Source: an optimization exercise on an open RTL-to-GDS flow (aim: small area, a short achievable clock period and few clock cycles per item). Production flows keep margins and buffers that such runs may drop.
At most, simulation tests tie the RTL to the original design; equivalence was not proved.
Power figures rest on the tool's default switching activity, not on a simulated workload.

==> flow/design.v <==
module minha_fpu_add #(parameter int W = 8)
(
    input  logic [W-1:0] a,
    input  logic [W-1:0] b,
    input  logic         cin,
    output logic [W-1:0] s,
    output logic         cout
);
    localparam int TOP = (W > 16) ? 16 : (W > 8) ? 8 : (W > 4) ? 4 : (W > 2) ? 2 : 1;
    logic [W-1:0] p, g, gg, pp;
    always_comb begin
        p  = a ^ b;
        g  = a & b;
        gg = g;
        pp = p;
        gg[0] = g[0] | (p[0] & cin);
        for (int d = 1; d < W; d = d * 2)
            for (int i = 2 * d - 1; i < W; i += 2 * d) begin
                gg[i] = gg[i] | (pp[i] & gg[i-d]);
                pp[i] = pp[i] & pp[i-d];
            end
        for (int d = TOP; d >= 1; d = d / 2)
            for (int i = 3 * d - 1; i < W; i += 2 * d) begin
                gg[i] = gg[i] | (pp[i] & gg[i-d]);
                pp[i] = pp[i] & pp[i-d];
            end
        s    = p ^ {gg[W-2:0], cin};
        cout = gg[W-1];
    end
endmodule
module minha_fpu
(
    input logic clock_100KHz,
    input logic reset,
    input logic start,
    input logic [31:0] op_A_in,
    input logic [31:0] op_B_in,
    output logic [3:0] status_out,
    output logic [31:0] data_out,
    output logic done
);
    logic        sA, sB;
    logic [9:0]  eA, eB;
    logic [20:0] fA, fB;
    assign sA = op_A_in[31];
    assign sB = op_B_in[31];
    assign eA = op_A_in[30:21];
    assign eB = op_B_in[30:21];
    assign fA = op_A_in[20:0];
    assign fB = op_B_in[20:0];
    logic zA, zB, mA, mB, nan_res;
    assign zA = (op_A_in == 32'h0);
    assign zB = (op_B_in == 32'h0);
    assign mA = &eA;
    assign mB = &eB;
    assign nan_res = (mA && fA != 21'h0) || (mB && fB != 21'h0) || (mA && mB && (sA != sB));
    logic [9:0] dAB, dBA, d;
    logic       geE, leE, geM, unused0;
    minha_fpu_add #(10) u_dab (.a(eA), .b(~eB), .cin(1'b1), .s(dAB), .cout(geE));
    minha_fpu_add #(10) u_dba (.a(eB), .b(~eA), .cin(1'b1), .s(dBA), .cout(leE));
    logic [30:0] cmp_s;
    minha_fpu_add #(31) u_cmp (.a(op_A_in[30:0]), .b(~op_B_in[30:0]), .cin(1'b1), .s(cmp_s), .cout(geM));
    logic        swap, sX;
    logic [9:0]  eX;
    logic [20:0] fY;
    assign swap = !geM;
    assign sX = swap ? sB : sA;
    assign fY = swap ? fA : fB;
    assign eX = geE ? eA : eB;
    assign d  = geE ? dAB : dBA;
    logic        spec, big, pass_d, kill, selB, sub;
    logic [20:0] fXp;
    logic [21:0] mY, mYp;
    logic [22:0] m;
    assign spec   = !zA && !zB && (mA || mB);
    assign big    = (d[9:5] != 5'd0) || (d[4:0] > 5'd22);
    assign pass_d = zA || zB || mA || mB || big;
    assign kill   = zA || zB || mA || mB || (d[9:5] != 5'd0);
    assign selB   = zA || (!zB && swap);
    assign fXp    = spec ? {20'h0, nan_res} : (selB ? fB : fA);
    assign mY     = {1'b1, fY} >> d[4:0];
    assign mYp    = kill ? 22'h0 : mY;
    assign sub    = sA ^ sB;
    minha_fpu_add #(23) u_add (.a({2'b01, fXp}), .b({1'b0, mYp} ^ {23{sub}}), .cin(sub), .s(m), .cout(unused0));
    logic [9:0] e_raw, e_d;
    logic       s_d;
    logic [1:0] ps_d;
    always_comb begin
        if (zA)        begin e_raw = eB;     s_d = sB;  ps_d = 2'd0; end
        else if (zB)   begin e_raw = eA;     s_d = sA;  ps_d = 2'd0; end
        else if (spec) begin e_raw = 10'h3FF; s_d = nan_res ? 1'b0 : (mA ? sA : sB); ps_d = nan_res ? 2'd3 : 2'd1; end
        else           begin e_raw = eX;     s_d = sX;  ps_d = 2'd2; end
    end
    assign e_d = e_raw + {8'd0, pass_d, 1'b1};
    logic        s_q, pass_q;
    logic [9:0]  e_q;
    logic [22:0] m_q;
    logic [1:0]  ps_q;
    always_ff @(posedge clock_100KHz) begin
        if (start) begin
            s_q    <= s_d;
            pass_q <= pass_d;
            e_q    <= e_d;
            m_q    <= m;
            ps_q   <= ps_d;
        end
    end
    always_ff @(posedge clock_100KHz or negedge reset) begin
        if (!reset) done <= 1'b0;
        else if (start) done <= 1'b1;
    end
    logic [4:0]  z;
    logic [22:0] n5;
    always_comb begin
        logic [31:0] v;
        logic [4:0]  zz [32];
        logic [31:0] nv;
        logic [4:0]  nz [32];
        v = {m_q, 9'h1FF};
        for (int i = 0; i < 32; i++) zz[i] = 5'd0;
        for (int w = 1; w < 32; w = w * 2) begin
            nv = '0;
            for (int i = 0; i < 32; i++) nz[i] = 5'd0;
            for (int j = 0; j < 32 / (2 * w); j++) begin
                nv[j] = v[2*j+1] | v[2*j];
                nz[j] = v[2*j+1] ? zz[2*j+1] : (zz[2*j] | 5'(w));
            end
            v = nv;
            for (int i = 0; i < 32; i++) zz[i] = nz[i];
        end
        z = pass_q ? 5'd3 : zz[0];
        n5 = m_q << z;
    end
    logic [9:0] en;
    logic       uf, unused1;
    minha_fpu_add #(10) u_en (.a(e_q), .b(~{5'd0, z}), .cin(1'b1), .s(en), .cout(unused1));
    assign uf = !pass_q && (m_q == 23'h0 || (e_q[9:5] == 5'd0 && e_q[4:0] == z));
    assign data_out = uf ? 32'h0 : {s_q, en, (pass_q ? m_q[20:19] : 2'b01), n5[21:3]};
    always_comb begin
        if (pass_q)  status_out = 4'b0001 << ps_q;
        else if (uf) status_out = 4'b0100;
        else         status_out = n5[2] ? 4'b1000 : 4'b0001;
    end
endmodule
export LEC_CHECK = 0
export ABC_AREA = 1
export CAP_MARGIN = 20
export CORE_MARGIN = 2
export CORE_UTILIZATION = 40
export SETUP_SLACK_MARGIN = 5
export SLEW_MARGIN = 20
create_clock -name core_clock -period 11.0 [get_ports {clock_100KHz}]
standard.sh (not shown) runs the stock make flow with config.mk's settings and CLKGATE_MAP_FILE= SYNTH_SCRIPT=/design/flow/synth_recipe.tcl, a recipe that flattens the netlist after the stock synthesis.
==> flow/flow/run.sh <==
#!/bin/bash
# Standard ORFS layout (the standard.sh) with two changes:
# - the port buffers use sky130_fd_sc_hd__buf_1 instead of the cell buffer_ports
#   picks by default;
# - synthesis does not extract full/half adder cells (ADDER_MAP_FILE empty), so
#   ABC maps the prefix adders of the RTL itself.
set -euo pipefail
export BUFFER_PORTS_ARGS="-buffer_cell sky130_fd_sc_hd__buf_1"
export ADDER_MAP_FILE=
bash standard.sh > standard.log 2>&1
Change:
--- a/flow/design.v
+++ b/flow/design.v
@@ -60,50 +60,58 @@
     minha_fpu_add #(10) u_dba (.a(eB), .b(~eA), .cin(1'b1), .s(dBA), .cout(leE));
     logic [30:0] cmp_s;
     minha_fpu_add #(31) u_cmp (.a(op_A_in[30:0]), .b(~op_B_in[30:0]), .cin(1'b1), .s(cmp_s), .cout(geM));
     logic        swap, sX;
     logic [9:0]  eX;
-    logic [20:0] fY;
+    logic [20:0] fX, fY;
     assign swap = !geM;
     assign sX = swap ? sB : sA;
+    assign fX = swap ? fB : fA;
     assign fY = swap ? fA : fB;
     assign eX = geE ? eA : eB;
     assign d  = geE ? dAB : dBA;
-    logic        spec, big, pass_d, kill, selB, sub;
-    logic [20:0] fXp;
-    logic [21:0] mY, mYp;
+    logic        big, sub;
+    logic [21:0] mY;
     logic [22:0] m;
-    assign spec   = !zA && !zB && (mA || mB);
-    assign big    = (d[9:5] != 5'd0) || (d[4:0] > 5'd22);
-    assign pass_d = zA || zB || mA || mB || big;
-    assign kill   = zA || zB || mA || mB || (d[9:5] != 5'd0);
-    assign selB   = zA || (!zB && swap);
-    assign fXp    = spec ? {20'h0, nan_res} : (selB ? fB : fA);
-    assign mY     = {1'b1, fY} >> d[4:0];
-    assign mYp    = kill ? 22'h0 : mY;
-    assign sub    = sA ^ sB;
-    minha_fpu_add #(23) u_add (.a({2'b01, fXp}), .b({1'b0, mYp} ^ {23{sub}}), .cin(sub), .s(m), .cout(unused0));
-    logic [9:0] e_raw, e_d;
-    logic       s_d;
-    logic [1:0] ps_d;
+    logic [9:0]  eX1;
+    assign big = (d[9:5] != 5'd0) || (d[4:0] > 5'd22);
+    assign mY  = {1'b1, fY} >> d[4:0];
+    assign sub = sA ^ sB;
+    minha_fpu_add #(23) u_add (.a({2'b01, fX}), .b({1'b0, mY} ^ {23{sub}}), .cin(sub), .s(m), .cout(unused0));
+    assign eX1 = eX + 10'd1;
+    logic        s_d, pass_d;
+    logic [9:0]  e_d;
+    logic [20:0] f_d;
+    logic [1:0]  ps_d;
     always_comb begin
-        if (zA)        begin e_raw = eB;     s_d = sB;  ps_d = 2'd0; end
-        else if (zB)   begin e_raw = eA;     s_d = sA;  ps_d = 2'd0; end
-        else if (spec) begin e_raw = 10'h3FF; s_d = nan_res ? 1'b0 : (mA ? sA : sB); ps_d = nan_res ? 2'd3 : 2'd1; end
-        else           begin e_raw = eX;     s_d = sX;  ps_d = 2'd2; end
+        pass_d = 1'b1;
+        s_d = sX; e_d = eX; f_d = fX; ps_d = 2'd2;
+        if (zA) begin
+            s_d = sB; e_d = eB; f_d = fB; ps_d = 2'd0;
+        end else if (zB) begin
+            s_d = sA; e_d = eA; f_d = fA; ps_d = 2'd0;
+        end else if (mA || mB) begin
+            e_d = 10'h3FF;
+            if (nan_res) begin
+                s_d = 1'b0; f_d = 21'h1; ps_d = 2'd3;
+            end else begin
+                s_d = mA ? sA : sB; f_d = 21'h0; ps_d = 2'd1;
+            end
+        end else if (!big) begin
+            pass_d = 1'b0; e_d = eX1;
+        end
     end
-    assign e_d = e_raw + {8'd0, pass_d, 1'b1};
     logic        s_q, pass_q;
     logic [9:0]  e_q;
     logic [22:0] m_q;
     logic [1:0]  ps_q;
     always_ff @(posedge clock_100KHz) begin
         if (start) begin
             s_q    <= s_d;
             pass_q <= pass_d;
             e_q    <= e_d;
-            m_q    <= m;
+            m_q    <= pass_d ? {1'b0, f_d[18:0], 1'b0, f_d[20:19]} : m;
             ps_q   <= ps_d;
         end
     end
     always_ff @(posedge clock_100KHz or negedge reset) begin
         if (!reset) done <= 1'b0;
@@ -126,18 +134,18 @@
                 nz[j] = v[2*j+1] ? zz[2*j+1] : (zz[2*j] | 5'(w));
             end
             v = nv;
             for (int i = 0; i < 32; i++) zz[i] = nz[i];
         end
-        z = pass_q ? 5'd3 : zz[0];
+        z = pass_q ? 5'd0 : zz[0];
         n5 = m_q << z;
     end
     logic [9:0] en;
     logic       uf, unused1;
     minha_fpu_add #(10) u_en (.a(e_q), .b(~{5'd0, z}), .cin(1'b1), .s(en), .cout(unused1));
     assign uf = !pass_q && (m_q == 23'h0 || (e_q[9:5] == 5'd0 && e_q[4:0] == z));
-    assign data_out = uf ? 32'h0 : {s_q, en, (pass_q ? m_q[20:19] : 2'b01), n5[21:3]};
+    assign data_out = uf ? 32'h0 : {s_q, en, (pass_q ? m_q[1:0] : 2'b01), n5[21:3]};
     always_comb begin
         if (pass_q)  status_out = 4'b0001 << ps_q;
         else if (uf) status_out = 4'b0100;
         else         status_out = n5[2] ? 4'b1000 : 4'b0001;
     end
Combinational power drops by roughly a tenth.
Final area drops by a few percent.
Area after synthesis climbs by a little under a tenth.
Die area climbs by a little under a tenth.
Total power drops by roughly a tenth.
Clock skew is unchanged.
Count of clock-buffer cells in the layout climbs by 2.
Testbench counts after the change, summed over its fixed seeds: cycles 24,000, items 24,000.
The RTL of the first run of this note was laid out without a check of its function.

-- re-timing with driven ports --
Ports are ideal in the flow. The routed layouts listed here were re-timed in OpenROAD.
Step 1 assumes that a clkbuf_16 drives the clock port and a buf_2 every other input.
Step 2, shift: input delay + t, output delay - t, t = (earliest + latest rising clock arrival at the registers) / 2. This alone moves slack from input paths to output paths.
a / b / c = ideal ports / drivers / drivers and shift; a / b = the first two.
| run | shift t [ns] | setup WS [ns] | worst setup path after step 2 | latest minus earliest clock arrival (ns) | pins driven straight from the clock port |
|---|---|---|---|---|---|
| the first run | 0.314 | 4.861 / 4.826 / 4.675 | input to register | 0.009 / 0.009 | 1 |
| the second run | 0.315 | 5.050 / 5.041 / 4.748 | input to register | 0.003 / 0.002 | 1 |
After both steps every run listed still meets setup and hold. The setup slack of the second run, which loses most, moves by -0.009 ns with the drivers and by -0.302 ns with both steps.
